Background: an optimization exercise with open tools, aiming at small area and a short achievable clock period. Do not read the settings as production practice.
In this exercise RTL edits were held to simulation tests only and were not proved equivalent to the original.

### flow/design.v
`timescale 1ns / 1ps
module HalfAdder(
    input a,
    input b,
    output f,
    output carryOut
    );
    assign f = a ^ b;
    assign carryOut = a & b;
endmodule
module HalfAdderN(
    input an,
    input bn,
    output fn,
    output carryOutN
    );
    Xnor2 x(an, bn, fn);
    Or2 o(an, bn, carryOutN);
endmodule
module Or2(input a, input b, output y);
    assign y = a | b;
endmodule
`timescale 1ns / 1ps
module FullAdder(
    input a,
    input b,
    input carryIn,
    output sum,
    output carryOut
    );
    assign sum = a ^ b ^ carryIn;
    assign carryOut = (a & b) | (a & carryIn) | (b & carryIn);
endmodule
`timescale 1ns / 1ps
module Inv(input a, output y);
    assign y = ~a;
endmodule
module Nand2(input a, input b, output y);
    assign y = ~(a & b);
endmodule
module Nor2(input a, input b, output y);
    assign y = ~(a | b);
endmodule
module Aoi21(input a, input b, input c, output y);
    assign y = ~((a & b) | c);
endmodule
module Oai21(input a, input b, input c, output y);
    assign y = ~((a | b) & c);
endmodule
module Xor2(input a, input b, output y);
    assign y = a ^ b;
endmodule
module Xnor2(input a, input b, output y);
    assign y = ~(a ^ b);
endmodule
module Ao21(input a, input b, input c, output y);
    assign y = (a & b) | c;
endmodule
module Ao22(input a, input b, input c, input d, output y);
    assign y = (a & b) | (c & d);
endmodule
`timescale 1ns / 1ps
module MACRegister(
    input clk,
    input rst,
    input [1:0] opcode,
    input [15:0] a,
    input [15:0] b,
    output [31:0] dataOut
    );
    reg [31:0] register;
    assign dataOut = register;
    wire [31:0] rt = ~register;
    wire pp0_0 = ~(a[0] & b[0]), pp0_1 = ~(a[0] & b[1]), pp0_2 = ~(a[0] & b[2]), pp0_3 = ~(a[0] & b[3]), pp0_4 = ~(a[0] & b[4]), pp0_5 = ~(a[0] & b[5]), pp0_6 = ~(a[0] & b[6]), pp0_7 = ~(a[0] & b[7]), pp0_8 = ~(a[0] & b[8]), pp0_9 = ~(a[0] & b[9]), pp0_10 = ~(a[0] & b[10]), pp0_11 = ~(a[0] & b[11]), pp0_12 = ~(a[0] & b[12]), pp0_13 = ~(a[0] & b[13]), pp0_14 = ~(a[0] & b[14]), pp0_15 = ~(a[0] & b[15]);
    wire pp1_0 = ~(a[1] & b[0]), pp1_1 = ~(a[1] & b[1]), pp1_2 = ~(a[1] & b[2]), pp1_3 = ~(a[1] & b[3]), pp1_4 = ~(a[1] & b[4]), pp1_5 = ~(a[1] & b[5]), pp1_6 = ~(a[1] & b[6]), pp1_7 = ~(a[1] & b[7]), pp1_8 = ~(a[1] & b[8]), pp1_9 = ~(a[1] & b[9]), pp1_10 = ~(a[1] & b[10]), pp1_11 = ~(a[1] & b[11]), pp1_12 = ~(a[1] & b[12]), pp1_13 = ~(a[1] & b[13]), pp1_14 = ~(a[1] & b[14]), pp1_15 = ~(a[1] & b[15]);
    wire pp2_0 = ~(a[2] & b[0]), pp2_1 = ~(a[2] & b[1]), pp2_2 = ~(a[2] & b[2]), pp2_3 = ~(a[2] & b[3]), pp2_4 = ~(a[2] & b[4]), pp2_5 = ~(a[2] & b[5]), pp2_6 = ~(a[2] & b[6]), pp2_7 = ~(a[2] & b[7]), pp2_8 = ~(a[2] & b[8]), pp2_9 = ~(a[2] & b[9]), pp2_10 = ~(a[2] & b[10]), pp2_11 = ~(a[2] & b[11]), pp2_12 = ~(a[2] & b[12]), pp2_13 = ~(a[2] & b[13]), pp2_14 = ~(a[2] & b[14]), pp2_15 = ~(a[2] & b[15]);
    wire pp3_0 = ~(a[3] & b[0]), pp3_1 = ~(a[3] & b[1]), pp3_2 = ~(a[3] & b[2]), pp3_3 = ~(a[3] & b[3]), pp3_4 = ~(a[3] & b[4]), pp3_5 = ~(a[3] & b[5]), pp3_6 = ~(a[3] & b[6]), pp3_7 = ~(a[3] & b[7]), pp3_8 = ~(a[3] & b[8]), pp3_9 = ~(a[3] & b[9]), pp3_10 = ~(a[3] & b[10]), pp3_11 = ~(a[3] & b[11]), pp3_12 = ~(a[3] & b[12]), pp3_13 = ~(a[3] & b[13]), pp3_14 = ~(a[3] & b[14]), pp3_15 = ~(a[3] & b[15]);
    wire pp4_0 = ~(a[4] & b[0]), pp4_1 = ~(a[4] & b[1]), pp4_2 = ~(a[4] & b[2]), pp4_3 = ~(a[4] & b[3]), pp4_4 = ~(a[4] & b[4]), pp4_5 = ~(a[4] & b[5]), pp4_6 = ~(a[4] & b[6]), pp4_7 = ~(a[4] & b[7]), pp4_8 = ~(a[4] & b[8]), pp4_9 = ~(a[4] & b[9]), pp4_10 = ~(a[4] & b[10]), pp4_11 = ~(a[4] & b[11]), pp4_12 = ~(a[4] & b[12]), pp4_13 = ~(a[4] & b[13]), pp4_14 = ~(a[4] & b[14]), pp4_15 = ~(a[4] & b[15]);
    wire pp5_0 = ~(a[5] & b[0]), pp5_1 = ~(a[5] & b[1]), pp5_2 = ~(a[5] & b[2]), pp5_3 = ~(a[5] & b[3]), pp5_4 = ~(a[5] & b[4]), pp5_5 = ~(a[5] & b[5]), pp5_6 = ~(a[5] & b[6]), pp5_7 = ~(a[5] & b[7]), pp5_8 = ~(a[5] & b[8]), pp5_9 = ~(a[5] & b[9]), pp5_10 = ~(a[5] & b[10]), pp5_11 = ~(a[5] & b[11]), pp5_12 = ~(a[5] & b[12]), pp5_13 = ~(a[5] & b[13]), pp5_14 = ~(a[5] & b[14]), pp5_15 = ~(a[5] & b[15]);
    wire pp6_0 = ~(a[6] & b[0]), pp6_1 = ~(a[6] & b[1]), pp6_2 = ~(a[6] & b[2]), pp6_3 = ~(a[6] & b[3]), pp6_4 = ~(a[6] & b[4]), pp6_5 = ~(a[6] & b[5]), pp6_6 = ~(a[6] & b[6]), pp6_7 = ~(a[6] & b[7]), pp6_8 = ~(a[6] & b[8]), pp6_9 = ~(a[6] & b[9]), pp6_10 = ~(a[6] & b[10]), pp6_11 = ~(a[6] & b[11]), pp6_12 = ~(a[6] & b[12]), pp6_13 = ~(a[6] & b[13]), pp6_14 = ~(a[6] & b[14]), pp6_15 = ~(a[6] & b[15]);
    wire pp7_0 = ~(a[7] & b[0]), pp7_1 = ~(a[7] & b[1]), pp7_2 = ~(a[7] & b[2]), pp7_3 = ~(a[7] & b[3]), pp7_4 = ~(a[7] & b[4]), pp7_5 = ~(a[7] & b[5]), pp7_6 = ~(a[7] & b[6]), pp7_7 = ~(a[7] & b[7]), pp7_8 = ~(a[7] & b[8]), pp7_9 = ~(a[7] & b[9]), pp7_10 = ~(a[7] & b[10]), pp7_11 = ~(a[7] & b[11]), pp7_12 = ~(a[7] & b[12]), pp7_13 = ~(a[7] & b[13]), pp7_14 = ~(a[7] & b[14]), pp7_15 = ~(a[7] & b[15]);
    wire pp8_0 = ~(a[8] & b[0]), pp8_1 = ~(a[8] & b[1]), pp8_2 = ~(a[8] & b[2]), pp8_3 = ~(a[8] & b[3]), pp8_4 = ~(a[8] & b[4]), pp8_5 = ~(a[8] & b[5]), pp8_6 = ~(a[8] & b[6]), pp8_7 = ~(a[8] & b[7]), pp8_8 = ~(a[8] & b[8]), pp8_9 = ~(a[8] & b[9]), pp8_10 = ~(a[8] & b[10]), pp8_11 = ~(a[8] & b[11]), pp8_12 = ~(a[8] & b[12]), pp8_13 = ~(a[8] & b[13]), pp8_14 = ~(a[8] & b[14]), pp8_15 = ~(a[8] & b[15]);
    wire pp9_0 = ~(a[9] & b[0]), pp9_1 = ~(a[9] & b[1]), pp9_2 = ~(a[9] & b[2]), pp9_3 = ~(a[9] & b[3]), pp9_4 = ~(a[9] & b[4]), pp9_5 = ~(a[9] & b[5]), pp9_6 = ~(a[9] & b[6]), pp9_7 = ~(a[9] & b[7]), pp9_8 = ~(a[9] & b[8]), pp9_9 = ~(a[9] & b[9]), pp9_10 = ~(a[9] & b[10]), pp9_11 = ~(a[9] & b[11]), pp9_12 = ~(a[9] & b[12]), pp9_13 = ~(a[9] & b[13]), pp9_14 = ~(a[9] & b[14]), pp9_15 = ~(a[9] & b[15]);
    wire pp10_0 = ~(a[10] & b[0]), pp10_1 = ~(a[10] & b[1]), pp10_2 = ~(a[10] & b[2]), pp10_3 = ~(a[10] & b[3]), pp10_4 = ~(a[10] & b[4]), pp10_5 = ~(a[10] & b[5]), pp10_6 = ~(a[10] & b[6]), pp10_7 = ~(a[10] & b[7]), pp10_8 = ~(a[10] & b[8]), pp10_9 = ~(a[10] & b[9]), pp10_10 = ~(a[10] & b[10]), pp10_11 = ~(a[10] & b[11]), pp10_12 = ~(a[10] & b[12]), pp10_13 = ~(a[10] & b[13]), pp10_14 = ~(a[10] & b[14]), pp10_15 = ~(a[10] & b[15]);
    wire pp11_0 = ~(a[11] & b[0]), pp11_1 = ~(a[11] & b[1]), pp11_2 = ~(a[11] & b[2]), pp11_3 = ~(a[11] & b[3]), pp11_4 = ~(a[11] & b[4]), pp11_5 = ~(a[11] & b[5]), pp11_6 = ~(a[11] & b[6]), pp11_7 = ~(a[11] & b[7]), pp11_8 = ~(a[11] & b[8]), pp11_9 = ~(a[11] & b[9]), pp11_10 = ~(a[11] & b[10]), pp11_11 = ~(a[11] & b[11]), pp11_12 = ~(a[11] & b[12]), pp11_13 = ~(a[11] & b[13]), pp11_14 = ~(a[11] & b[14]), pp11_15 = ~(a[11] & b[15]);
    wire pp12_0 = ~(a[12] & b[0]), pp12_1 = ~(a[12] & b[1]), pp12_2 = ~(a[12] & b[2]), pp12_3 = ~(a[12] & b[3]), pp12_4 = ~(a[12] & b[4]), pp12_5 = ~(a[12] & b[5]), pp12_6 = ~(a[12] & b[6]), pp12_7 = ~(a[12] & b[7]), pp12_8 = ~(a[12] & b[8]), pp12_9 = ~(a[12] & b[9]), pp12_10 = ~(a[12] & b[10]), pp12_11 = ~(a[12] & b[11]), pp12_12 = ~(a[12] & b[12]), pp12_13 = ~(a[12] & b[13]), pp12_14 = ~(a[12] & b[14]), pp12_15 = ~(a[12] & b[15]);
    wire pp13_0 = ~(a[13] & b[0]), pp13_1 = ~(a[13] & b[1]), pp13_2 = ~(a[13] & b[2]), pp13_3 = ~(a[13] & b[3]), pp13_4 = ~(a[13] & b[4]), pp13_5 = ~(a[13] & b[5]), pp13_6 = ~(a[13] & b[6]), pp13_7 = ~(a[13] & b[7]), pp13_8 = ~(a[13] & b[8]), pp13_9 = ~(a[13] & b[9]), pp13_10 = ~(a[13] & b[10]), pp13_11 = ~(a[13] & b[11]), pp13_12 = ~(a[13] & b[12]), pp13_13 = ~(a[13] & b[13]), pp13_14 = ~(a[13] & b[14]), pp13_15 = ~(a[13] & b[15]);
    wire pp14_0 = ~(a[14] & b[0]), pp14_1 = ~(a[14] & b[1]), pp14_2 = ~(a[14] & b[2]), pp14_3 = ~(a[14] & b[3]), pp14_4 = ~(a[14] & b[4]), pp14_5 = ~(a[14] & b[5]), pp14_6 = ~(a[14] & b[6]), pp14_7 = ~(a[14] & b[7]), pp14_8 = ~(a[14] & b[8]), pp14_9 = ~(a[14] & b[9]), pp14_10 = ~(a[14] & b[10]), pp14_11 = ~(a[14] & b[11]), pp14_12 = ~(a[14] & b[12]), pp14_13 = ~(a[14] & b[13]), pp14_14 = ~(a[14] & b[14]), pp14_15 = ~(a[14] & b[15]);
    wire pp15_0 = ~(a[15] & b[0]), pp15_1 = ~(a[15] & b[1]), pp15_2 = ~(a[15] & b[2]), pp15_3 = ~(a[15] & b[3]), pp15_4 = ~(a[15] & b[4]), pp15_5 = ~(a[15] & b[5]), pp15_6 = ~(a[15] & b[6]), pp15_7 = ~(a[15] & b[7]), pp15_8 = ~(a[15] & b[8]), pp15_9 = ~(a[15] & b[9]), pp15_10 = ~(a[15] & b[10]), pp15_11 = ~(a[15] & b[11]), pp15_12 = ~(a[15] & b[12]), pp15_13 = ~(a[15] & b[13]), pp15_14 = ~(a[15] & b[14]), pp15_15 = ~(a[15] & b[15]);
    wire s1, c2, s3, c4, s5, c6, s7, c8, s9, c10, s11, c12, s13, c14, s15, c16;
    wire s17, c18, s19, c20, s21, c22, s23, c24, s25, c26, s27, c28, s29, c30, s31, c32;
    wire s33, c34, s35, c36, s37, c38, s39, c40, s41, c42, s43, c44, s45, c46, s47, c48;
    wire s49, c50, s51, c52, s53, c54, s55, c56, s57, c58, s59, c60, s61, c62, s63, c64;
    wire s65, c66, s67, c68, s69, c70, s71, c72, s73, c74, s75, c76, s77, c78, s79, c80;
    wire s81, c82, s83, c84, s85, c86, s87, c88, s89, c90, s91, c92, s93, c94, s95, c96;
    wire s97, c98, s99, c100, s101, c102, s103, c104, s105, c106, s107, c108, s109, c110, s111, c112;
    wire s113, c114, s115, c116, s117, c118, s119, c120, s121, c122, s123, c124, s125, c126, s127, c128;
    wire s129, c130, s131, c132, s133, c134, s135, c136, s137, c138, s139, c140, s141, c142, s143, c144;
    wire s145, c146, s147, c148, s149, c150, s151, c152, s153, c154, s155, c156, s157, c158, s159, c160;
    wire s161, c162, s163, c164, s165, c166, s167, c168, s169, c170, s171, c172, s173, c174, s175, c176;
    wire s177, c178, s179, c180, s181, c182, s183, c184, s185, c186, s187, c188, s189, c190, s191, c192;
    wire s193, c194, s195, c196, s197, c198, s199, c200, s201, c202, s203, c204, s205, c206, s207, c208;
    wire s209, c210, s211, c212, s213, c214, s215, c216, s217, c218, s219, c220, s221, c222, s223, c224;
    wire s225, c226, s227, c228, s229, c230, s231, c232, s233, c234, s235, c236, s237, c238, s239, c240;
    wire s241, c242, s243, c244, s245, c246, s247, c248, s249, c250, s251, c252, s253, c254, s255, c256;
    wire s257, c258, s259, c260, s261, c262, s263, c264, s265, c266, s267, c268, s269, c270, s271, c272;
    wire s273, c274, s275, c276, s277, c278, s279, c280, s281, c282, s283, c284, s285, c286, s287, c288;
    wire s289, c290, s291, c292, s293, c294, s295, c296, s297, c298, s299, c300, s301, c302, s303, c304;
    wire s305, c306, s307, c308, s309, c310, s311, c312, s313, c314, s315, c316, s317, c318, s319, c320;
    wire s321, c322, s323, c324, s325, c326, s327, c328, s329, c330, s331, c332, s333, c334, s335, c336;
    wire s337, c338, s339, c340, s341, c342, s343, c344, s345, c346, s347, c348, s349, c350, s351, c352;
    wire s353, c354, s355, c356, s357, c358, s359, c360, s361, c362, s363, c364, s365, c366, s367, c368;
    wire s369, c370, s371, c372, s373, c374, s375, c376, s377, c378, s379, c380, s381, c382, s383, c384;
    wire s385, c386, s387, c388, s389, c390, s391, c392, s393, c394, s395, c396, s397, c398, s399, c400;
    wire s401, c402, s403, c404, s405, c406, s407, c408, s409, c410, s411, c412, s413, c414, s415, c416;
    wire s417, c418, s419, c420, s421, c422, s423, c424, s425, c426, s427, c428, s429, c430, s431, c432;
    wire s433, c434, s435, c436, s437, c438, s439, c440, s441, c442, s443, c444, s445, c446, s447, c448;
    wire s449, c450, s451, c452, s453, c454, s455, c456, s457, c458, s459, c460, s461, c462, s463, c464;
    wire s465, c466, s467, c468, s469, c470, s471, c472, s473, c474, s475, c476, s477, c478, s479, c480;
    wire s481, c482, s483, c484, s485, c486, s487, c488, s489, c490, s491, c492;
    HalfAdderN ha0(rt[12], pp0_12, s1, c2);
    FullAdder fa0(rt[13], pp0_13, pp10_3, s3, c4);
    HalfAdderN ha1(pp11_2, pp12_1, s5, c6);
    FullAdder fa1(rt[14], pp0_14, pp10_4, s7, c8);
    FullAdder fa2(pp11_3, pp12_2, pp13_1, s9, c10);
    HalfAdderN ha2(pp14_0, pp1_13, s11, c12);
    FullAdder fa3(rt[15], pp0_15, pp10_5, s13, c14);
    FullAdder fa4(pp11_4, pp12_3, pp13_2, s15, c16);
    FullAdder fa5(pp14_1, pp15_0, pp1_14, s17, c18);
    HalfAdderN ha3(pp2_13, pp3_12, s19, c20);
    FullAdder fa6(rt[16], pp10_6, pp11_5, s21, c22);
    FullAdder fa7(pp12_4, pp13_3, pp14_2, s23, c24);
    FullAdder fa8(pp15_1, pp1_15, pp2_14, s25, c26);
    HalfAdderN ha4(pp3_13, pp4_12, s27, c28);
    FullAdder fa9(rt[17], pp10_7, pp11_6, s29, c30);
    FullAdder fa10(pp12_5, pp13_4, pp14_3, s31, c32);
    FullAdder fa11(pp15_2, pp2_15, pp3_14, s33, c34);
    FullAdder fa12(rt[18], pp10_8, pp11_7, s35, c36);
    FullAdder fa13(pp12_6, pp13_5, pp14_4, s37, c38);
    FullAdder fa14(rt[19], pp10_9, pp11_8, s39, c40);
    HalfAdderN ha5(rt[8], pp0_8, s41, c42);
    FullAdder fa15(rt[9], pp0_9, pp1_8, s43, c44);
    HalfAdderN ha6(pp2_7, pp3_6, s45, c46);
    FullAdder fa16(rt[10], pp0_10, pp10_0, s47, c48);
    FullAdder fa17(pp1_9, pp2_8, pp3_7, s49, c50);
    HalfAdderN ha7(pp4_6, pp5_5, s51, c52);
    FullAdder fa18(rt[11], pp0_11, pp10_1, s53, c54);
    FullAdder fa19(pp11_0, pp1_10, pp2_9, s55, c56);
    FullAdder fa20(pp3_8, pp4_7, pp5_6, s57, c58);
    HalfAdderN ha8(pp6_5, pp7_4, s59, c60);
    FullAdder fa21(pp10_2, pp11_1, pp12_0, s61, c62);
    FullAdder fa22(pp1_11, pp2_10, pp3_9, s63, c64);
    FullAdder fa23(pp4_8, pp5_7, pp6_6, s65, c66);
    FullAdder fa24(pp7_5, pp8_4, pp9_3, s67, c68);
    FullAdder fa25(pp13_0, pp1_12, pp2_11, s69, c70);
    FullAdder fa26(pp3_10, pp4_9, pp5_8, s71, c72);
    FullAdder fa27(pp6_7, pp7_6, pp8_5, s73, c74);
    FullAdder fa28(pp9_4, c2, s5, s75, c76);
    FullAdder fa29(pp2_12, pp3_11, pp4_10, s77, c78);
    FullAdder fa30(pp5_9, pp6_8, pp7_7, s79, c80);
    FullAdder fa31(pp8_6, pp9_5, c6, s81, c82);
    FullAdder fa32(s11, c4, s7, s83, c84);
    FullAdder fa33(pp4_11, pp5_10, pp6_9, s85, c86);
    FullAdder fa34(pp7_8, pp8_7, pp9_6, s87, c88);
    FullAdder fa35(c12, s19, c8, s89, c90);
    FullAdder fa36(c10, s13, s15, s91, c92);
    FullAdder fa37(pp5_11, pp6_10, pp7_9, s93, c94);
    FullAdder fa38(pp8_8, pp9_7, c20, s95, c96);
    FullAdder fa39(s27, c14, c16, s97, c98);
    FullAdder fa40(c18, s21, s23, s99, c100);
    FullAdder fa41(pp4_13, pp5_12, pp6_11, s101, c102);
    FullAdder fa42(pp7_10, pp8_9, pp9_8, s103, c104);
    FullAdder fa43(c28, c22, c24, s105, c106);
    FullAdder fa44(c26, s29, s31, s107, c108);
    FullAdder fa45(pp15_3, pp3_15, pp4_14, s109, c110);
    FullAdder fa46(pp5_13, pp6_12, pp7_11, s111, c112);
    FullAdder fa47(pp8_10, pp9_9, c30, s113, c114);
    FullAdder fa48(c32, c34, s35, s115, c116);
    FullAdder fa49(pp12_7, pp13_6, pp14_5, s117, c118);
    FullAdder fa50(pp15_4, pp4_15, pp5_14, s119, c120);
    FullAdder fa51(pp6_13, pp7_12, pp8_11, s121, c122);
    FullAdder fa52(pp9_10, c36, c38, s123, c124);
    FullAdder fa53(rt[20], pp10_10, pp11_9, s125, c126);
    FullAdder fa54(pp12_8, pp13_7, pp14_6, s127, c128);
    FullAdder fa55(pp15_5, pp5_15, pp6_14, s129, c130);
    FullAdder fa56(pp7_13, pp8_12, pp9_11, s131, c132);
    FullAdder fa57(rt[21], pp10_11, pp11_10, s133, c134);
    FullAdder fa58(pp12_9, pp13_8, pp14_7, s135, c136);
    FullAdder fa59(pp15_6, pp6_15, pp7_14, s137, c138);
    FullAdder fa60(rt[22], pp10_12, pp11_11, s139, c140);
    FullAdder fa61(pp12_10, pp13_9, pp14_8, s141, c142);
    FullAdder fa62(rt[23], pp10_13, pp11_12, s143, c144);
    HalfAdderN ha9(rt[5], pp0_5, s145, c146);
    FullAdder fa63(rt[6], pp0_6, pp1_5, s147, c148);
    HalfAdderN ha10(pp2_4, pp3_3, s149, c150);
    FullAdder fa64(rt[7], pp0_7, pp1_6, s151, c152);
    FullAdder fa65(pp2_5, pp3_4, pp4_3, s153, c154);
    HalfAdderN ha11(pp5_2, pp6_1, s155, c156);
    FullAdder fa66(pp1_7, pp2_6, pp3_5, s157, c158);
    FullAdder fa67(pp4_4, pp5_3, pp6_2, s159, c160);
    FullAdder fa68(pp7_1, pp8_0, s41, s161, c162);
    FullAdder fa69(pp4_5, pp5_4, pp6_3, s163, c164);
    FullAdder fa70(pp7_2, pp8_1, pp9_0, s165, c166);
    FullAdder fa71(c42, s45, s43, s167, c168);
    FullAdder fa72(pp6_4, pp7_3, pp8_2, s169, c170);
    FullAdder fa73(pp9_1, c46, s51, s171, c172);
    FullAdder fa74(c44, s47, s49, s173, c174);
    FullAdder fa75(pp8_3, pp9_2, c52, s175, c176);
    FullAdder fa76(s59, c48, c50, s177, c178);
    FullAdder fa77(s53, s55, s57, s179, c180);
    FullAdder fa78(c60, s1, c54, s181, c182);
    FullAdder fa79(c56, c58, s61, s183, c184);
    FullAdder fa80(s63, s65, s67, s185, c186);
    FullAdder fa81(c62, c64, c66, s187, c188);
    FullAdder fa82(c68, s3, s69, s189, c190);
    FullAdder fa83(s71, s73, s75, s191, c192);
    FullAdder fa84(c70, c72, c74, s193, c194);
    FullAdder fa85(s77, s79, s9, s195, c196);
    FullAdder fa86(c76, s81, s83, s197, c198);
    FullAdder fa87(c78, c80, s17, s199, c200);
    FullAdder fa88(s85, s87, c82, s201, c202);
    FullAdder fa89(c84, s89, s91, s203, c204);
    FullAdder fa90(c86, c88, s25, s205, c206);
    FullAdder fa91(s93, s95, c90, s207, c208);
    FullAdder fa92(s97, c92, s99, s209, c210);
    FullAdder fa93(c94, s101, s103, s211, c212);
    FullAdder fa94(s33, c96, c98, s213, c214);
    FullAdder fa95(s105, c100, s107, s215, c216);
    FullAdder fa96(c102, c104, s109, s217, c218);
    FullAdder fa97(s111, s37, c106, s219, c220);
    FullAdder fa98(s113, c108, s115, s221, c222);
    FullAdder fa99(c110, c112, s39, s223, c224);
    FullAdder fa100(s117, s119, s121, s225, c226);
    FullAdder fa101(c114, s123, c116, s227, c228);
    FullAdder fa102(c40, c118, c120, s229, c230);
    FullAdder fa103(c122, s125, s127, s231, c232);
    FullAdder fa104(s129, s131, c124, s233, c234);
    FullAdder fa105(pp8_13, pp9_12, c126, s235, c236);
    FullAdder fa106(c128, c130, c132, s237, c238);
    FullAdder fa107(s133, s135, s137, s239, c240);
    FullAdder fa108(pp15_7, pp7_15, pp8_14, s241, c242);
    FullAdder fa109(pp9_13, c134, c136, s243, c244);
    FullAdder fa110(c138, s139, s141, s245, c246);
    FullAdder fa111(pp12_11, pp13_10, pp14_9, s247, c248);
    FullAdder fa112(pp15_8, pp8_15, pp9_14, s249, c250);
    FullAdder fa113(c140, c142, s143, s251, c252);
    FullAdder fa114(rt[24], pp10_14, pp11_13, s253, c254);
    FullAdder fa115(pp12_12, pp13_11, pp14_10, s255, c256);
    FullAdder fa116(pp15_9, pp9_15, c144, s257, c258);
    FullAdder fa117(rt[25], pp10_15, pp11_14, s259, c260);
    FullAdder fa118(pp12_13, pp13_12, pp14_11, s261, c262);
    FullAdder fa119(rt[26], pp11_15, pp12_14, s263, c264);
    HalfAdderN ha12(rt[3], pp0_3, s265, c266);
    FullAdder fa120(rt[4], pp0_4, pp1_3, s267, c268);
    HalfAdderN ha13(pp2_2, pp3_1, s269, c270);
    FullAdder fa121(pp1_4, pp2_3, pp3_2, s271, c272);
    FullAdder fa122(pp4_1, pp5_0, s145, s273, c274);
    FullAdder fa123(pp4_2, pp5_1, pp6_0, s275, c276);
    FullAdder fa124(c146, s149, s147, s277, c278);
    FullAdder fa125(pp7_0, c150, s155, s279, c280);
    FullAdder fa126(c148, s151, s153, s281, c282);
    FullAdder fa127(c156, c152, c154, s283, c284);
    FullAdder fa128(s157, s159, s161, s285, c286);
    FullAdder fa129(c158, c160, s163, s287, c288);
    FullAdder fa130(s165, c162, s167, s289, c290);
    FullAdder fa131(c164, c166, s169, s291, c292);
    FullAdder fa132(s171, c168, s173, s293, c294);
    FullAdder fa133(c170, c172, s175, s295, c296);
    FullAdder fa134(c174, s177, s179, s297, c298);
    FullAdder fa135(c176, c178, s181, s299, c300);
    FullAdder fa136(c180, s183, s185, s301, c302);
    FullAdder fa137(c182, c184, c186, s303, c304);
    FullAdder fa138(s187, s189, s191, s305, c306);
    FullAdder fa139(c188, c190, s193, s307, c308);
    FullAdder fa140(s195, c192, s197, s309, c310);
    FullAdder fa141(c194, c196, s199, s311, c312);
    FullAdder fa142(s201, c198, s203, s313, c314);
    FullAdder fa143(c200, s205, c202, s315, c316);
    FullAdder fa144(s207, c204, s209, s317, c318);
    FullAdder fa145(c206, s211, c208, s319, c320);
    FullAdder fa146(s213, c210, s215, s321, c322);
    FullAdder fa147(c212, s217, c214, s323, c324);
    FullAdder fa148(s219, c216, s221, s325, c326);
    FullAdder fa149(c218, s223, s225, s327, c328);
    FullAdder fa150(c220, c222, s227, s329, c330);
    FullAdder fa151(c224, s229, c226, s331, c332);
    FullAdder fa152(s231, s233, c228, s333, c334);
    FullAdder fa153(s235, c230, c232, s335, c336);
    FullAdder fa154(s237, s239, c234, s337, c338);
    FullAdder fa155(s241, c236, s243, s339, c340);
    FullAdder fa156(c238, c240, s245, s341, c342);
    FullAdder fa157(c242, s247, s249, s343, c344);
    FullAdder fa158(c244, c246, s251, s345, c346);
    FullAdder fa159(c248, c250, s253, s347, c348);
    FullAdder fa160(s255, s257, c252, s349, c350);
    FullAdder fa161(pp15_10, c254, c256, s351, c352);
    FullAdder fa162(s259, s261, c258, s353, c354);
    FullAdder fa163(pp13_13, pp14_12, pp15_11, s355, c356);
    FullAdder fa164(c260, c262, s263, s357, c358);
    FullAdder fa165(rt[27], pp12_15, pp13_14, s359, c360);
    FullAdder fa166(pp14_13, pp15_12, c264, s361, c362);
    FullAdder fa167(rt[28], pp13_15, pp14_14, s363, c364);
    HalfAdderN ha14(rt[2], pp0_2, s365, c366);
    FullAdder fa168(pp1_2, pp2_1, pp3_0, s367, c368);
    FullAdder fa169(pp4_0, c266, s269, s369, c370);
    FullAdder fa170(c270, c268, s271, s371, c372);
    FullAdder fa171(c272, s275, c274, s373, c374);
    FullAdder fa172(c276, s279, c278, s375, c376);
    FullAdder fa173(c280, c282, s283, s377, c378);
    FullAdder fa174(c284, s287, c286, s379, c380);
    FullAdder fa175(c288, s291, c290, s381, c382);
    FullAdder fa176(c292, s295, c294, s383, c384);
    FullAdder fa177(c296, s299, c298, s385, c386);
    FullAdder fa178(c300, c302, s303, s387, c388);
    FullAdder fa179(c304, s307, c306, s389, c390);
    FullAdder fa180(c308, s311, c310, s391, c392);
    FullAdder fa181(c312, s315, c314, s393, c394);
    FullAdder fa182(c316, s319, c318, s395, c396);
    FullAdder fa183(c320, s323, c322, s397, c398);
    FullAdder fa184(s327, c324, c326, s399, c400);
    FullAdder fa185(c328, s331, c330, s401, c402);
    FullAdder fa186(s335, c332, s337, s403, c404);
    FullAdder fa187(c336, s339, s341, s405, c406);
    FullAdder fa188(s343, c340, c342, s407, c408);
    FullAdder fa189(c344, s347, c346, s409, c410);
    FullAdder fa190(s351, c348, s353, s411, c412);
    FullAdder fa191(s355, c352, s357, s413, c414);
    FullAdder fa192(c356, s359, s361, s415, c416);
    FullAdder fa193(pp15_13, c360, s363, s417, c418);
    FullAdder fa194(rt[29], pp14_15, pp15_14, s419, c420);
    HalfAdderN ha15(rt[1], pp0_1, s421, c422);
    FullAdder fa195(pp1_1, pp2_0, s365, s423, c424);
    FullAdder fa196(c366, s265, s367, s425, c426);
    FullAdder fa197(c368, s267, s369, s427, c428);
    FullAdder fa198(c370, s273, s371, s429, c430);
    FullAdder fa199(c372, s277, s373, s431, c432);
    FullAdder fa200(s281, c374, s375, s433, c434);
    FullAdder fa201(c376, s285, s377, s435, c436);
    FullAdder fa202(c378, s289, s379, s437, c438);
    FullAdder fa203(s293, c380, s381, s439, c440);
    FullAdder fa204(s297, c382, s383, s441, c442);
    FullAdder fa205(s301, c384, s385, s443, c444);
    FullAdder fa206(s305, c386, s387, s445, c446);
    FullAdder fa207(c388, s309, s389, s447, c448);
    FullAdder fa208(s313, c390, s391, s449, c450);
    FullAdder fa209(s317, c392, s393, s451, c452);
    FullAdder fa210(s321, c394, s395, s453, c454);
    FullAdder fa211(s325, c396, s397, s455, c456);
    FullAdder fa212(s329, c398, s399, s457, c458);
    FullAdder fa213(s333, c400, s401, s459, c460);
    FullAdder fa214(c334, s403, c402, s461, c462);
    FullAdder fa215(c338, s405, c404, s463, c464);
    FullAdder fa216(s345, c406, s407, s465, c466);
    FullAdder fa217(s349, c408, s409, s467, c468);
    FullAdder fa218(c350, s411, c410, s469, c470);
    FullAdder fa219(c354, s413, c412, s471, c472);
    FullAdder fa220(c358, c414, s415, s473, c474);
    FullAdder fa221(c362, s417, c416, s475, c476);
    FullAdder fa222(c364, s419, c418, s477, c478);
    FullAdder fa223(rt[30], pp15_15, c420, s479, c480);
    HalfAdderN ha16(rt[0], pp0_0, s481, c482);
    FullAdder fa224(pp1_0, c482, s421, s483, c484);
    FullAdder fa225(c422, c484, s423, s485, c486);
    FullAdder fa226(c424, s425, c486, s487, c488);
    FullAdder fa227(c426, s427, c488, s489, c490);
    FullAdder fa228(c428, s429, c490, s491, c492);
    wire [31:0] x = {c480, c478, c476, c474, c472, c470, c468, c466, c464, c462, c460, c458, c456, c454, c452, c450, c448, c446, c444, c442, c440, c438, c436, c434, c432, c430, s491, s489, s487, s485, s483, s481};
    wire [31:0] y = {rt[31], s479, s477, s475, s473, s471, s469, s467, s465, s463, s461, s459, s457, s455, s453, s451, s449, s447, s445, s443, s441, s439, s437, s435, s433, s431, 1'b1, 1'b1, 1'b1, 1'b1, 1'b1, 1'b1};
    wire n493, n494, n495, n496, n497, n498, n499, n500, n501, n502, n503, n504, n505, n506, n507, n508, n509, n510, n511, n512, n513, n514, n515, n516, n517, n518, n519, n520, n521, n522, n523, n524, n525, n526, n527, n528, n529, n530, n531, n532, n533, n534, n535, n536, n537, n538, n539, n540, n541, n542, n543, n544, n545, n546, n547, n548, n549, n550, n551, n552, n553, n554, n555, n556, n557, n558, n559, n560, n561, n562, n563, n564, n565, n566, n567, n568, n569, n570, n571, n572, n573, n574, n575, n576, n577, n578, n579, n580, n581, n582, n583, n584, n585, n586, n587, n588, n589, n590, n591, n592, n593, n594, n595, n596, n597, n598, n599, n600, n601, n602, n603, n604, n605, n606, n607, n608, n609, n610, n611, n612, n613, n614, n615, n616, n617, n618, n619, n620, n621, n622, n623, n624, n625, n626, n627, n628, n629, n630, n631, n632, n633, n634, n635, n636, n637, n638, n639, n640, n641, n642, n643, n644, n645, n646, n647, n648, n649, n650, n651, n652, n653, n654, n655, n656, n657, n658, n659, n660, n661, n662, n663, n664, n665, n666, n667, n668, n669, n670, n671, n672, n673, n674, n675, n676, n677, n678, n679, n680, n681, n682, n683, n684, n685, n686, n687, n688, n689, n690, n691, n692, n693, n694, n695, n696, n697, n698, n699, n700, n701, n702, n703, n704, n705, n706, n707, n708;
    Xor2 u_n493(x[6], y[6], n493);
    Nand2 u_n494(x[6], y[6], n494);
    Nor2 u_n495(x[6], y[6], n495);
    Inv u_n496(c492, n496);
    Oai21 u_n497(n495, n496, n494, n497);
    Xor2 u_n498(x[7], y[7], n498);
    Nand2 u_n499(x[7], y[7], n499);
    Nor2 u_n500(x[7], y[7], n500);
    Xor2 u_n501(x[8], y[8], n501);
    Nand2 u_n502(x[8], y[8], n502);
    Nor2 u_n503(x[8], y[8], n503);
    Xor2 u_n504(x[9], y[9], n504);
    Nand2 u_n505(x[9], y[9], n505);
    Nor2 u_n506(x[9], y[9], n506);
    Xor2 u_n507(x[10], y[10], n507);
    Nand2 u_n508(x[10], y[10], n508);
    Nor2 u_n509(x[10], y[10], n509);
    Xor2 u_n510(x[11], y[11], n510);
    Nand2 u_n511(x[11], y[11], n511);
    Nor2 u_n512(x[11], y[11], n512);
    Xor2 u_n513(x[12], y[12], n513);
    Nand2 u_n514(x[12], y[12], n514);
    Nor2 u_n515(x[12], y[12], n515);
    Xor2 u_n516(x[13], y[13], n516);
    Nand2 u_n517(x[13], y[13], n517);
    Nor2 u_n518(x[13], y[13], n518);
    Xor2 u_n519(x[14], y[14], n519);
    Nand2 u_n520(x[14], y[14], n520);
    Nor2 u_n521(x[14], y[14], n521);
    Xor2 u_n522(x[15], y[15], n522);
    Nand2 u_n523(x[15], y[15], n523);
    Nor2 u_n524(x[15], y[15], n524);
    Xor2 u_n525(x[16], y[16], n525);
    Nand2 u_n526(x[16], y[16], n526);
    Nor2 u_n527(x[16], y[16], n527);
    Xor2 u_n528(x[17], y[17], n528);
    Nand2 u_n529(x[17], y[17], n529);
    Nor2 u_n530(x[17], y[17], n530);
    Xor2 u_n531(x[18], y[18], n531);
    Nand2 u_n532(x[18], y[18], n532);
    Nor2 u_n533(x[18], y[18], n533);
    Xor2 u_n534(x[19], y[19], n534);
    Nand2 u_n535(x[19], y[19], n535);
    Nor2 u_n536(x[19], y[19], n536);
    Xor2 u_n537(x[20], y[20], n537);
    Nand2 u_n538(x[20], y[20], n538);
    Nor2 u_n539(x[20], y[20], n539);
    Xor2 u_n540(x[21], y[21], n540);
    Nand2 u_n541(x[21], y[21], n541);
    Nor2 u_n542(x[21], y[21], n542);
    Xor2 u_n543(x[22], y[22], n543);
    Nand2 u_n544(x[22], y[22], n544);
    Nor2 u_n545(x[22], y[22], n545);
    Xor2 u_n546(x[23], y[23], n546);
    Nand2 u_n547(x[23], y[23], n547);
    Nor2 u_n548(x[23], y[23], n548);
    Xor2 u_n549(x[24], y[24], n549);
    Nand2 u_n550(x[24], y[24], n550);
    Nor2 u_n551(x[24], y[24], n551);
    Xor2 u_n552(x[25], y[25], n552);
    Nand2 u_n553(x[25], y[25], n553);
    Nor2 u_n554(x[25], y[25], n554);
    Xor2 u_n555(x[26], y[26], n555);
    Nand2 u_n556(x[26], y[26], n556);
    Nor2 u_n557(x[26], y[26], n557);
    Xor2 u_n558(x[27], y[27], n558);
    Nand2 u_n559(x[27], y[27], n559);
    Nor2 u_n560(x[27], y[27], n560);
    Xor2 u_n561(x[28], y[28], n561);
    Nand2 u_n562(x[28], y[28], n562);
    Nor2 u_n563(x[28], y[28], n563);
    Xor2 u_n564(x[29], y[29], n564);
    Nand2 u_n565(x[29], y[29], n565);
    Nor2 u_n566(x[29], y[29], n566);
    Xor2 u_n567(x[30], y[30], n567);
    Nand2 u_n568(x[30], y[30], n568);
    Nor2 u_n569(x[30], y[30], n569);
    Xor2 u_n570(x[31], y[31], n570);
    Nand2 u_n571(x[31], y[31], n571);
    Nor2 u_n572(x[31], y[31], n572);
    Inv u_n573(n497, n573);
    Oai21 u_n574(n500, n573, n499, n574);
    Oai21 u_n575(n506, n502, n505, n575);
    Nor2 u_n576(n506, n503, n576);
    Oai21 u_n577(n512, n508, n511, n577);
    Nor2 u_n578(n512, n509, n578);
    Oai21 u_n579(n518, n514, n517, n579);
    Nor2 u_n580(n518, n515, n580);
    Oai21 u_n581(n524, n520, n523, n581);
    Nor2 u_n582(n524, n521, n582);
    Oai21 u_n583(n530, n526, n529, n583);
    Nor2 u_n584(n530, n527, n584);
    Oai21 u_n585(n536, n532, n535, n585);
    Nor2 u_n586(n536, n533, n586);
    Oai21 u_n587(n542, n538, n541, n587);
    Nor2 u_n588(n542, n539, n588);
    Oai21 u_n589(n548, n544, n547, n589);
    Nor2 u_n590(n548, n545, n590);
    Oai21 u_n591(n554, n550, n553, n591);
    Nor2 u_n592(n554, n551, n592);
    Oai21 u_n593(n560, n556, n559, n593);
    Nor2 u_n594(n560, n557, n594);
    Oai21 u_n595(n566, n562, n565, n595);
    Nor2 u_n596(n566, n563, n596);
    Oai21 u_n597(n572, n568, n571, n597);
    Nor2 u_n598(n572, n569, n598);
    Inv u_n599(n574, n599);
    Oai21 u_n600(n503, n599, n502, n600);
    Aoi21 u_n601(n576, n574, n575, n601);
    Inv u_n602(n577, n602);
    Oai21 u_n603(n515, n602, n514, n603);
    Inv u_n604(n578, n604);
    Nor2 u_n605(n515, n604, n605);
    Aoi21 u_n606(n580, n577, n579, n606);
    Nand2 u_n607(n580, n578, n607);
    Inv u_n608(n581, n608);
    Oai21 u_n609(n527, n608, n526, n609);
    Inv u_n610(n582, n610);
    Nor2 u_n611(n527, n610, n611);
    Aoi21 u_n612(n584, n581, n583, n612);
    Nand2 u_n613(n584, n582, n613);
    Inv u_n614(n585, n614);
    Oai21 u_n615(n539, n614, n538, n615);
    Inv u_n616(n586, n616);
    Nor2 u_n617(n539, n616, n617);
    Aoi21 u_n618(n588, n585, n587, n618);
    Nand2 u_n619(n588, n586, n619);
    Inv u_n620(n589, n620);
    Oai21 u_n621(n551, n620, n550, n621);
    Inv u_n622(n590, n622);
    Nor2 u_n623(n551, n622, n623);
    Aoi21 u_n624(n592, n589, n591, n624);
    Nand2 u_n625(n592, n590, n625);
    Inv u_n626(n593, n626);
    Oai21 u_n627(n563, n626, n562, n627);
    Inv u_n628(n594, n628);
    Nor2 u_n629(n563, n628, n629);
    Aoi21 u_n630(n596, n593, n595, n630);
    Nand2 u_n631(n596, n594, n631);
    Oai21 u_n632(n509, n601, n508, n632);
    Inv u_n633(n601, n633);
    Aoi21 u_n634(n578, n633, n577, n634);
    Aoi21 u_n635(n605, n633, n603, n635);
    Oai21 u_n636(n607, n601, n606, n636);
    Oai21 u_n637(n533, n612, n532, n637);
    Nor2 u_n638(n533, n613, n638);
    Inv u_n639(n612, n639);
    Aoi21 u_n640(n586, n639, n585, n640);
    Inv u_n641(n613, n641);
    Nand2 u_n642(n586, n641, n642);
    Aoi21 u_n643(n617, n639, n615, n643);
    Nand2 u_n644(n617, n641, n644);
    Oai21 u_n645(n619, n612, n618, n645);
    Nor2 u_n646(n619, n613, n646);
    Oai21 u_n647(n557, n624, n556, n647);
    Nor2 u_n648(n557, n625, n648);
    Inv u_n649(n624, n649);
    Aoi21 u_n650(n594, n649, n593, n650);
    Inv u_n651(n625, n651);
    Nand2 u_n652(n594, n651, n652);
    Aoi21 u_n653(n629, n649, n627, n653);
    Nand2 u_n654(n629, n651, n654);
    Oai21 u_n655(n631, n624, n630, n655);
    Nor2 u_n656(n631, n625, n656);
    Inv u_n657(n636, n657);
    Oai21 u_n658(n521, n657, n520, n658);
    Aoi21 u_n659(n582, n636, n581, n659);
    Aoi21 u_n660(n611, n636, n609, n660);
    Oai21 u_n661(n613, n657, n612, n661);
    Aoi21 u_n662(n638, n636, n637, n662);
    Oai21 u_n663(n642, n657, n640, n663);
    Oai21 u_n664(n644, n657, n643, n664);
    Aoi21 u_n665(n646, n636, n645, n665);
    Inv u_n666(n655, n666);
    Oai21 u_n667(n569, n666, n568, n667);
    Inv u_n668(n656, n668);
    Nor2 u_n669(n569, n668, n669);
    Aoi21 u_n670(n598, n655, n597, n670);
    Nand2 u_n671(n598, n656, n671);
    Oai21 u_n672(n545, n665, n544, n672);
    Inv u_n673(n665, n673);
    Aoi21 u_n674(n590, n673, n589, n674);
    Aoi21 u_n675(n623, n673, n621, n675);
    Oai21 u_n676(n625, n665, n624, n676);
    Aoi21 u_n677(n648, n673, n647, n677);
    Oai21 u_n678(n652, n665, n650, n678);
    Oai21 u_n679(n654, n665, n653, n679);
    Aoi21 u_n680(n656, n673, n655, n680);
    Aoi21 u_n681(n669, n673, n667, n681);
    Oai21 u_n682(n671, n665, n670, n682);
    wire sM = ~rst & (opcode == 2'd2);
    wire sL = ~rst & (opcode == 2'd1);
    wire sH = ~rst & (opcode[0] == opcode[1]);
    wire [31:0] other, nxt;
    Ao22 u_o0(sL, b[0], sH, register[0], other[0]);
    Ao22 u_o1(sL, b[1], sH, register[1], other[1]);
    Ao22 u_o2(sL, b[2], sH, register[2], other[2]);
    Ao22 u_o3(sL, b[3], sH, register[3], other[3]);
    Ao22 u_o4(sL, b[4], sH, register[4], other[4]);
    Ao22 u_o5(sL, b[5], sH, register[5], other[5]);
    Ao22 u_o6(sL, b[6], sH, register[6], other[6]);
    Ao22 u_o7(sL, b[7], sH, register[7], other[7]);
    Ao22 u_o8(sL, b[8], sH, register[8], other[8]);
    Ao22 u_o9(sL, b[9], sH, register[9], other[9]);
    Ao22 u_o10(sL, b[10], sH, register[10], other[10]);
    Ao22 u_o11(sL, b[11], sH, register[11], other[11]);
    Ao22 u_o12(sL, b[12], sH, register[12], other[12]);
    Ao22 u_o13(sL, b[13], sH, register[13], other[13]);
    Ao22 u_o14(sL, b[14], sH, register[14], other[14]);
    Ao22 u_o15(sL, b[15], sH, register[15], other[15]);
    Ao22 u_o16(sL, a[0], sH, register[16], other[16]);
    Ao22 u_o17(sL, a[1], sH, register[17], other[17]);
    Ao22 u_o18(sL, a[2], sH, register[18], other[18]);
    Ao22 u_o19(sL, a[3], sH, register[19], other[19]);
    Ao22 u_o20(sL, a[4], sH, register[20], other[20]);
    Ao22 u_o21(sL, a[5], sH, register[21], other[21]);
    Ao22 u_o22(sL, a[6], sH, register[22], other[22]);
    Ao22 u_o23(sL, a[7], sH, register[23], other[23]);
    Ao22 u_o24(sL, a[8], sH, register[24], other[24]);
    Ao22 u_o25(sL, a[9], sH, register[25], other[25]);
    Ao22 u_o26(sL, a[10], sH, register[26], other[26]);
    Ao22 u_o27(sL, a[11], sH, register[27], other[27]);
    Ao22 u_o28(sL, a[12], sH, register[28], other[28]);
    Ao22 u_o29(sL, a[13], sH, register[29], other[29]);
    Ao22 u_o30(sL, a[14], sH, register[30], other[30]);
    Ao22 u_o31(sL, a[15], sH, register[31], other[31]);
    assign nxt[0] = (sM & ~x[0]) | other[0];
    assign nxt[1] = (sM & ~x[1]) | other[1];
    assign nxt[2] = (sM & ~x[2]) | other[2];
    assign nxt[3] = (sM & ~x[3]) | other[3];
    assign nxt[4] = (sM & ~x[4]) | other[4];
    assign nxt[5] = (sM & ~x[5]) | other[5];
    Xnor2 u_n683(n493, c492, n683);
    Ao21 u_d6(sM, n683, other[6], nxt[6]);
    Xnor2 u_n684(n498, n497, n684);
    Ao21 u_d7(sM, n684, other[7], nxt[7]);
    Xnor2 u_n685(n501, n574, n685);
    Ao21 u_d8(sM, n685, other[8], nxt[8]);
    Xnor2 u_n686(n504, n600, n686);
    Ao21 u_d9(sM, n686, other[9], nxt[9]);
    Xor2 u_n687(n507, n601, n687);
    Ao21 u_d10(sM, n687, other[10], nxt[10]);
    Xnor2 u_n688(n510, n632, n688);
    Ao21 u_d11(sM, n688, other[11], nxt[11]);
    Xor2 u_n689(n513, n634, n689);
    Ao21 u_d12(sM, n689, other[12], nxt[12]);
    Xor2 u_n690(n516, n635, n690);
    Ao21 u_d13(sM, n690, other[13], nxt[13]);
    Xnor2 u_n691(n519, n636, n691);
    Ao21 u_d14(sM, n691, other[14], nxt[14]);
    Xnor2 u_n692(n522, n658, n692);
    Ao21 u_d15(sM, n692, other[15], nxt[15]);
    Xor2 u_n693(n525, n659, n693);
    Ao21 u_d16(sM, n693, other[16], nxt[16]);
    Xor2 u_n694(n528, n660, n694);
    Ao21 u_d17(sM, n694, other[17], nxt[17]);
    Xnor2 u_n695(n531, n661, n695);
    Ao21 u_d18(sM, n695, other[18], nxt[18]);
    Xor2 u_n696(n534, n662, n696);
    Ao21 u_d19(sM, n696, other[19], nxt[19]);
    Xnor2 u_n697(n537, n663, n697);
    Ao21 u_d20(sM, n697, other[20], nxt[20]);
    Xnor2 u_n698(n540, n664, n698);
    Ao21 u_d21(sM, n698, other[21], nxt[21]);
    Xor2 u_n699(n543, n665, n699);
    Ao21 u_d22(sM, n699, other[22], nxt[22]);
    Xnor2 u_n700(n546, n672, n700);
    Ao21 u_d23(sM, n700, other[23], nxt[23]);
    Xor2 u_n701(n549, n674, n701);
    Ao21 u_d24(sM, n701, other[24], nxt[24]);
    Xor2 u_n702(n552, n675, n702);
    Ao21 u_d25(sM, n702, other[25], nxt[25]);
    Xnor2 u_n703(n555, n676, n703);
    Ao21 u_d26(sM, n703, other[26], nxt[26]);
    Xor2 u_n704(n558, n677, n704);
    Ao21 u_d27(sM, n704, other[27], nxt[27]);
    Xnor2 u_n705(n561, n678, n705);
    Ao21 u_d28(sM, n705, other[28], nxt[28]);
    Xnor2 u_n706(n564, n679, n706);
    Ao21 u_d29(sM, n706, other[29], nxt[29]);
    Xor2 u_n707(n567, n680, n707);
    Ao21 u_d30(sM, n707, other[30], nxt[30]);
    Xor2 u_n708(n570, n681, n708);
    Ao21 u_d31(sM, n708, other[31], nxt[31]);
    always @ (posedge clk)
        register <= nxt;
endmodule
### flow/flow/run.sh
#!/bin/bash
# Standard ORFS layout, with buf_2 port buffers; before floorplanning, logic cells are set to
# drive strength 1 (flow/downsize.tcl), and timing repair aims for 10.75 ns of setup slack at
# the design's clock period (a tighter internal target), sizing up only what needs it.
set -euo pipefail
export PRE_FLOORPLAN_TCL="$(pwd)/flow/downsize.tcl"
bash standard.sh "BUFFER_PORTS_ARGS=-buffer_cell sky130_fd_sc_hd__buf_2" "SETUP_SLACK_MARGIN=10.75" finish > make_finish.log 2>&1
### flow/flow/downsize.tcl
# Before floorplanning: give every logic cell that synthesis sized up the drive strength 1 of
# its family (same function and pins). The timing repair later in the flow sizes up again
# only the cells on paths that need it. Flip-flops and clock cells are left alone.
set db [ord::get_db]
set n 0
foreach inst [[ord::get_db_block] getInsts] {
  set m [[$inst getMaster] getName]
  if {![regexp {^(sky130_fd_sc_hd__[a-z0-9]+)_([0-9]+)$} $m -> base sz]} { continue }
  if {$sz <= 1} { continue }
  if {[regexp {__(df|sdf|edf|dl|clk|buf|conb|tap|fill|decap)} $base]} { continue }
  set small [$db findMaster ${base}_1]
  if {$small eq "NULL" || $small eq ""} { continue }
  $inst swapMaster $small
  incr n
}
puts "downsize.tcl: $n cells set to drive strength 1"
### flow/standard.sh
#!/bin/bash
# synth_recipe.tcl (not shown) runs the flow's synth.tcl, then flattens the netlist and writes it again
# the make line also repeats each setting of config.mk as NAME=value (left out here)
make -C /OpenROAD-flow-scripts/flow DESIGN_CONFIG=/design/flow/config.mk WORK_HOME=/design/flow/orfs CLKGATE_MAP_FILE= SYNTH_SCRIPT=/design/flow/synth_recipe.tcl "${@:-finish}"
### flow/config.mk
export PLATFORM = sky130hd
export DESIGN_NAME = MACRegister
export DESIGN_NICKNAME = MACRegister
export VERILOG_FILES = /design/flow/design.v
export SDC_FILE = /design/flow/constraint.sdc
export NUM_CORES = 4
export LEC_CHECK = 0
export CAP_MARGIN = 20
export CORE_MARGIN = 2
export CORE_UTILIZATION = 55
export PLACE_DENSITY = 0.75
export SETUP_SLACK_MARGIN = 1.0
export SLEW_MARGIN = 20
export SYNTH_HIERARCHICAL = 1
export SYNTH_MINIMUM_KEEP_SIZE = 0
### flow/constraint.sdc
create_clock -name core_clock -period 19.0 [get_ports {clk}]
set_input_delay 3.8000 -clock core_clock [delete_from_list [all_inputs] [get_ports {clk}]]
set_output_delay 3.8000 -clock core_clock [all_outputs]
set_load 0.01 [all_outputs]
==> out/results.ini, run 1 <==
[global_routing]
gr-usage-all-layers=0.284
grt_pass1_vias=7281
grt.busiest_layer=met2
grtUsageMet2=0.478
grt_pass1_wl_mm=37.8
grt_overflow=0
met1_usage=0.368
met3_usage=0.0567
grt_max_degree=33
grt_antenna_before_repair=1

[critical_path]
r2r-end=register[27]
endpoint_kind=flip-flop
reg2reg_slack_ns=14.16
rr_worst_depth=16
worst-path-max-fanout=17
crit_required_ns=19.20
reg2reg_from=register[15]
cp_slowest_cell=fa_1
cp_common_cell=fa_1
critPathKind=input port to flip-flop
cp_slowest_stage_delay_ns=0.53
arrival_ns=8.33
path_cells=buf_6, nand2_1, fa_1, fa_1, fa_1, fa_1, fa_1, fa_1, nor2_2, o21ai_2, a21oi_2, o21ai_2, a21oi_4, inv_2, a21oi_1, xor2_1, a21o_1
crit_path_start_kind=input port

[layout]
nFillCells=1389
fin_area_um2=9360
top_regs=register: 32 flops
largest_reg_flops=32
regMostFlops=register
diodes=0
nets=1210
drive_above_1_share=0.111

[routing]
vias=6619
drt-initial-drc-count=480
route.antenna.remaining_nets=0
wl_per_cell_um=19.8
vias_per_cell=5.71
dr.pass1.iters=5
routed_wirelength_mm=23.0
drcViolationCount=0

[clocking]
htreeDepth=2
cts_inserted_buffers=5
clockBufferDepth=2
cts_tree=yes
clk_latency_ns=0.30
clk_pin_slew_ns=0.06
cts_root_buf=clkbuf_16
cts.sinks=32

[floorplanning]
start_util=0.561
rows=46
core_um2=15900
pin_count=68
die_height_um=131
die_w_um=131
die_area_um2=17200

[timing]
tightest_slew_ns=0.650
fin_crit_sh=0.428
slew_headroom=0.566
tns_ns=0
fmax_ghz=0.123
skew_ns=0.00563
rsz0062_at_grt=no
slew_violations=0
hold_viol=0
min_period_ns=8.14
finalSetupViolCount=0

[place]
gp_congestion=0.895
placed_area_um2=8910
portBuffers=67
dp_hpwl_mm=17.0

[min_path]
hold_depth=2
holdCritStartpoint=register[9]
holdPathEnd=register[9]
min_path_type=flip-flop to flip-flop

[flow_run]
cap_viol_max_count=0

[status]
status=no timing/DRC/antenna violations

[logic_synthesis]
yosysWarnings=7
syn_nets=1195
syn_inst=928

-- cells in the final DEF (no fill, tap or decap), types with 17 or more instances in the layout --
master	count
a21o_1	26
buf_2	40
inv_1	56
fa_1	225
xnor2_1	31
nor2_1	38
xor2_1	38
or2_1	17
nand2_1	289
dfxtp_1	32
a22o_1	32
o21ai_1	31
-- how the worst max path moves through the flow --
stage	depth (start not counted)	to	from	slack (ns)
6_report	17	register[27]	a[0]	10.86
5_1_grt	17	register[23]	a[0]	10.69
4_1_cts	17	register[27]	a[10]	10.75
3_5_place_dp	19	register[27]	a[0]	10.06
3_3_place_gp	19	register[31]	a[0]	10.11
2_1_floorplan	18	register[24]	a[11]	10.81
-- per-stage QoR --
stage	setup slack, ns	cells	hold slack [ns]	utilization
final	10.86	1160	0.571	0.589
after global routing	10.69	1160	0.600	0.589
after CTS	10.75	1159	0.572	0.578
after detailed placement	10.06	1150	0.556	0.561
after global placement	10.11	1149	0.548	0.559
after floorplan	10.81	928	0.604	-
-- per-layer routing --
layer / part of all wire / wire (µm)
met5: 0 / 0
met4: 0.034 / 777
met3: 0.087 / 2010
met2: 0.49 / 11300
met1: 0.39 / 8950
-- timing repair --
item                                    CTS  global route
hold buffers                              0             0
setup buffers                             1             1
gates cloned                              0             0
resized for setup                        27            55
pin swaps                                 0             5
endpoints found under the setup margin   13            10
-- critical path: cells and delay by family --
kind	cells	cell delay, ns
buffers and inverters	2	0.29
XOR/XNOR	1	0.09
AO/OA/AOI/OAI	6	1.03
AND/OR/NAND/NOR	2	0.28
adder cells (fa/ha/maj)	6	2.83
-- final cells by class --
type / instances / area (µm²) / area share
Clock buffer: 7 / 153 / 0.0163
Clock inverter: 1 / 30.0 / 0.00321
Inverter: 57 / 214 / 0.0229
Multi-Input combinational cell: 775 / 7490 / 0.800
Sequential cell: 32 / 641 / 0.0684
Tap cell: 216 / 270 / 0.0289
Timing Repair Buffer: 72 / 562 / 0.0600
==> run 2: changes to the inputs <==
==> flow/flow/run.sh (replaced) <==
#!/bin/bash
# Standard ORFS layout, with buf_2 port buffers (buf_1 on the outputs, flow/outbuf.tcl after
# global placement), and timing repair aiming for 11.25 ns of setup slack at the design's clock
# period (a tighter internal target), working on the worst paths only (TNS_END_PERCENT=0).
set -euo pipefail
export POST_GLOBAL_PLACE_TCL="$(pwd)/flow/outbuf.tcl"
bash standard.sh "BUFFER_PORTS_ARGS=-buffer_cell sky130_fd_sc_hd__buf_2" "SETUP_SLACK_MARGIN=11.25" "TNS_END_PERCENT=0" finish > make_finish.log 2>&1
==> flow/flow/outbuf.tcl (new file) <==
# After global placement: the buffers that buffer_ports put on the output ports drive only
# the port's load, so give them drive strength 1.
set db [ord::get_db]
set small [$db findMaster sky130_fd_sc_hd__buf_1]
set n 0
foreach bterm [[ord::get_db_block] getBTerms] {
  if {[$bterm getIoType] ne "OUTPUT"} { continue }
  set net [$bterm getNet]
  foreach iterm [$net getITerms] {
    if {![$iterm isOutputSignal]} { continue }
    set inst [$iterm getInst]
    if {[string match sky130_fd_sc_hd__buf_* [[$inst getMaster] getName]]} {
      $inst swapMaster $small
      incr n
    }
  }
}
puts "outbuf.tcl: $n output port buffers set to buf_1"
--- a/flow/config.mk
+++ b/flow/config.mk
@@ -8,6 +8,7 @@
 export CAP_MARGIN = 20
 export CORE_MARGIN = 2
 export CORE_UTILIZATION = 55
+export CTS_BUF_LIST = sky130_fd_sc_hd__clkbuf_8
 export PLACE_DENSITY = 0.75
 export SETUP_SLACK_MARGIN = 1.0
 export SLEW_MARGIN = 20
removed: flow/flow/downsize.tcl
==> run 2 against run 1 <==
Compared with the run above:
- hold slack improved by 0.012 ns
- sequential share of layout area fell by 0.070 points
- first-iteration DRC count grew 9.0%
- critical path depth stayed put
- fmax grew 3.2%
- global-route usage up 0.59 points
- critical endpoint is now register[24]
==> out/results.ini, run 2 <==
[status]
status=no timing/DRC/antenna violations

[clocking]
clockBufferDepth=2  ; unchanged
clk_pin_slew_ns=0.09  ; +0.03 ns
cts_root_buf=clkbuf_8
clk_latency_ns=0.32  ; +0.02 ns
cts.sinks=32  ; unchanged
cts_inserted_buffers=5  ; unchanged
cts_tree=yes
htreeDepth=2  ; unchanged

[critical_path]
crit_required_ns=19.22  ; +0.02 ns
cp_slowest_stage_delay_ns=0.58  ; +0.05 ns
startpoint=b[5]
critPathKind=input port to flip-flop
cp_slowest_cell=fa_2
cp_common_cell=fa_1
crit_family=adder cells
reg2reg_from=register[15]
arrival_ns=8.11  ; -0.22 ns
endpoint_kind=flip-flop
path_cells=buf_8, nand2_1, fa_2, fa_1, fa_1, fa_2, fa_1, fa_1, nor2_2, nor2_2, nand2_1, o21ai_2, a21oi_4, inv_4, a21oi_2, xor2_1, a21o_1
crit_path_start_kind=input port
critPathBufInv=2  ; unchanged
worst-path-max-fanout=17  ; unchanged

[place]
portBuffers=67  ; unchanged
dp_cells=1149  ; -0.087%
placed_area_um2=8960  ; +0.52%
dp_hpwl_mm=16.8  ; -1.4%

[layout]
nets=1214  ; +0.33%
regMostFlops=register
largest_reg_flops=32  ; unchanged
layout_commonest_cell=nand2_1
layout_common_cells=nand2_1 (287), fa_1 (217), inv_1 (55), xor2_1 (38), nor2_1 (37)
diodes=0  ; unchanged
drive_above_1_share=0.112  ; +0.000704
top_regs=register: 32 flops
syn2layout_area_growth_pct=4.96
nFillCells=1354  ; -2.5%
fin_area_um2=9460  ; +1.0%
finalNonFillerCells=1163  ; +0.26%

[logic_synthesis]
synthTopCellsByArea=fa_1 (51%), nand2_1 (12%), dfxtp_1 (7.1%), buf_6 (5.4%), xor2_1 (3.7%)
avgSynthCellArea_um2=9.71
synthFlopType=dfxtp_1
syn_inst=928  ; unchanged
syn_nets=1195  ; unchanged
synth_top_area_frac=0.509
synth_commonest_cells=nand2_1 (287), fa_1 (229), inv_1 (57), nor2_1 (46), buf_6 (43)
ys_seq_area_frac=0.0711
synth_cell_type_count=20
async_flop_share=0
yosysWarnings=7  ; unchanged
synth_edf_count=0
synth.most_common_cell=nand2_1
netlist_area_um2=9010
ys_ff_latch=32
yosysTopAreaCell=fa_1

[global_routing]
grt_pass1_vias=7519  ; +3.3%
grt_pass1_wl_mm=39.1  ; +3.5%
grt_overflow=0  ; unchanged
grt_max_degree=33  ; unchanged
gr-usage-all-layers=0.290  ; +0.00591
grt_antenna_before_repair=0  ; -1

[timing]
min_period_ns=7.89  ; -0.249 ns
finalSetupViolCount=0  ; unchanged
slew_headroom=0.563  ; -0.00281
skew_ns=0.00492  ; -0.000713 ns
timing.hold.ws_ns=0.583  ; +0.0120 ns
hold_viol=0  ; unchanged
slew_violations=0  ; unchanged
rsz0062_at_grt=yes
fmax_ghz=0.127  ; +3.2%
tns_ns=0  ; unchanged
tightest_slew_ns=0.654  ; +0.00397 ns
fin_crit_sh=0.415  ; -0.0131

[routing]
drt-initial-drc-count=523  ; +9.0%
dr.pass1.iters=5  ; unchanged
vias=6811  ; +2.9%
wl_per_cell_um=20.0  ; +0.56%
routed_wirelength_mm=23.2  ; +0.82%
route.antenna.remaining_nets=0  ; unchanged
drcViolationCount=0  ; unchanged
vias_per_cell=5.86  ; +2.6%

[floorplanning]
core_um2=15900  ; +0.36%
start_util=0.565  ; +0.00386
rows=46  ; unchanged
pin_count=68  ; unchanged
die_height_um=132  ; +0.51%
die_w_um=132  ; +0.51%
die_area_um2=17400  ; +1.0%

[min_path]
min_path_type=flip-flop to flip-flop
holdCritStartpoint=register[9]

[flow_run]
cap_viol_max_count=0  ; unchanged

[run 2: logic make-up after synthesis]
group,count (synthesis),share of synthesized area
and+or+nand+nor,356,0.156
adders and majority gates,231,0.512
DFF,32,0.0711
buffers and inverters,121,0.0978
xor gates and xnor gates,69,0.0671
AOI/OAI and AO/OA,119,0.0971
[run 2: routing by layer]
layer	part of all wire	GRT usage
met5	0	0.00278
met4	0.032	0.115
met3	0.098	0.0673
met2	0.49	0.479
met1	0.38	0.372
[run 2: final timing paths]
kind	slack, ns	to	cells after the start
worst min-delay path	0.58	register[9]	2
worst min register to register	0.58	register[9]	2
worst max register to register	14.32	register[25]	16
worst max-delay path	11.11	register[24]	17
[run 2: per-stage QoR]
| stage | setup slack, ns | utilization |
|---|---|---|
| after global routing | 10.93 | 0.593 |
| final | 11.11 | 0.593 |
| after detailed placement | 10.25 | 0.562 |
| after CTS | 11.12 | 0.591 |
| after global placement | 10.33 | 0.564 |
| after floorplan | 10.91 | - |
[run 2: per-module statistics from Yosys, one instance, submodules excluded, a selection]
module     cell area (µm²)  flops+latches  times used  cells inside
Nand2                 3.75              0          34             1
Inv                   3.75              0          22             1
Ao22                  8.76              0          32             1
Nor2                  3.75              0          46             1
FullAdder             20.0              0         229             1
Xor2                  8.76              0          38             1
Aoi21                 8.76              0          21             1
Xnor2                 8.76              0          31             1
[run 2: cell type report]
class	instances	area, µm²	area share
inverters	57	216	0.0229
multi-input cells	775	7590	0.803
clock buffers	7	96.3	0.0102
flip-flops and latches	32	641	0.0677
repair buffers	76	641	0.0677
well taps	216	270	0.0286
[run 2: worst reg2reg max path, cell delays in order, from the launching register on]
cell     delay [ns]
dfxtp_1        0.41
inv_1          0.12
fa_1           0.51
fa_1           0.55
fa_1           0.44
fa_2           0.36
fa_1           0.51
fa_1           0.47
nor2_2         0.15
nor2_1         0.08
a21oi_2        0.17
o21ai_2        0.10
a21oi_4        0.26
inv_4          0.10
a21oi_2        0.15
xor2_1         0.08
a21o_1         0.15
[run 2: timing repair]
item / 4_1_cts / 5_1_grt
buffers inserted: 6 / 1
hold buffers: 0 / 0
resized for setup: 98 / 5
setup endpoints to repair: 18 / 17
hold endpoints to repair: 0 / 0
pin swaps: 10 / 6

-- afterwards: timing with drivers on the ports --
In the flow no input, the clock included, has a driving cell. The finished layouts below were timed again as built, in two steps. Step 1 assumes that a clkbuf_16 drives the clock port and a buf_2 every other input. Step 2 moves the port delays by t, midway between the first and last clock arrival at a register: inputs arrive t later, outputs are due t later. That takes back most of the time a late clock gives input paths. Slacks: no drivers / after step 1 / after step 2; pairs: no drivers / after step 1.
run	t, ns	slack for setup (ns)	slew at the worst register clock pin (ns)	worst slew at a driven data input, ns	cell pins on the clock port's net
run 1	0.336	10.865 / 10.870 / 10.534	0.06 / 0.06	0.05	1
run 2	0.356	11.114 / 11.103 / 10.747	0.09 / 0.09	0.07	1
After both steps setup and hold are still met in every run listed. For run 2, which loses most, drivers alone change the setup slack by -0.011 ns; drivers and shift together by -0.367 ns.
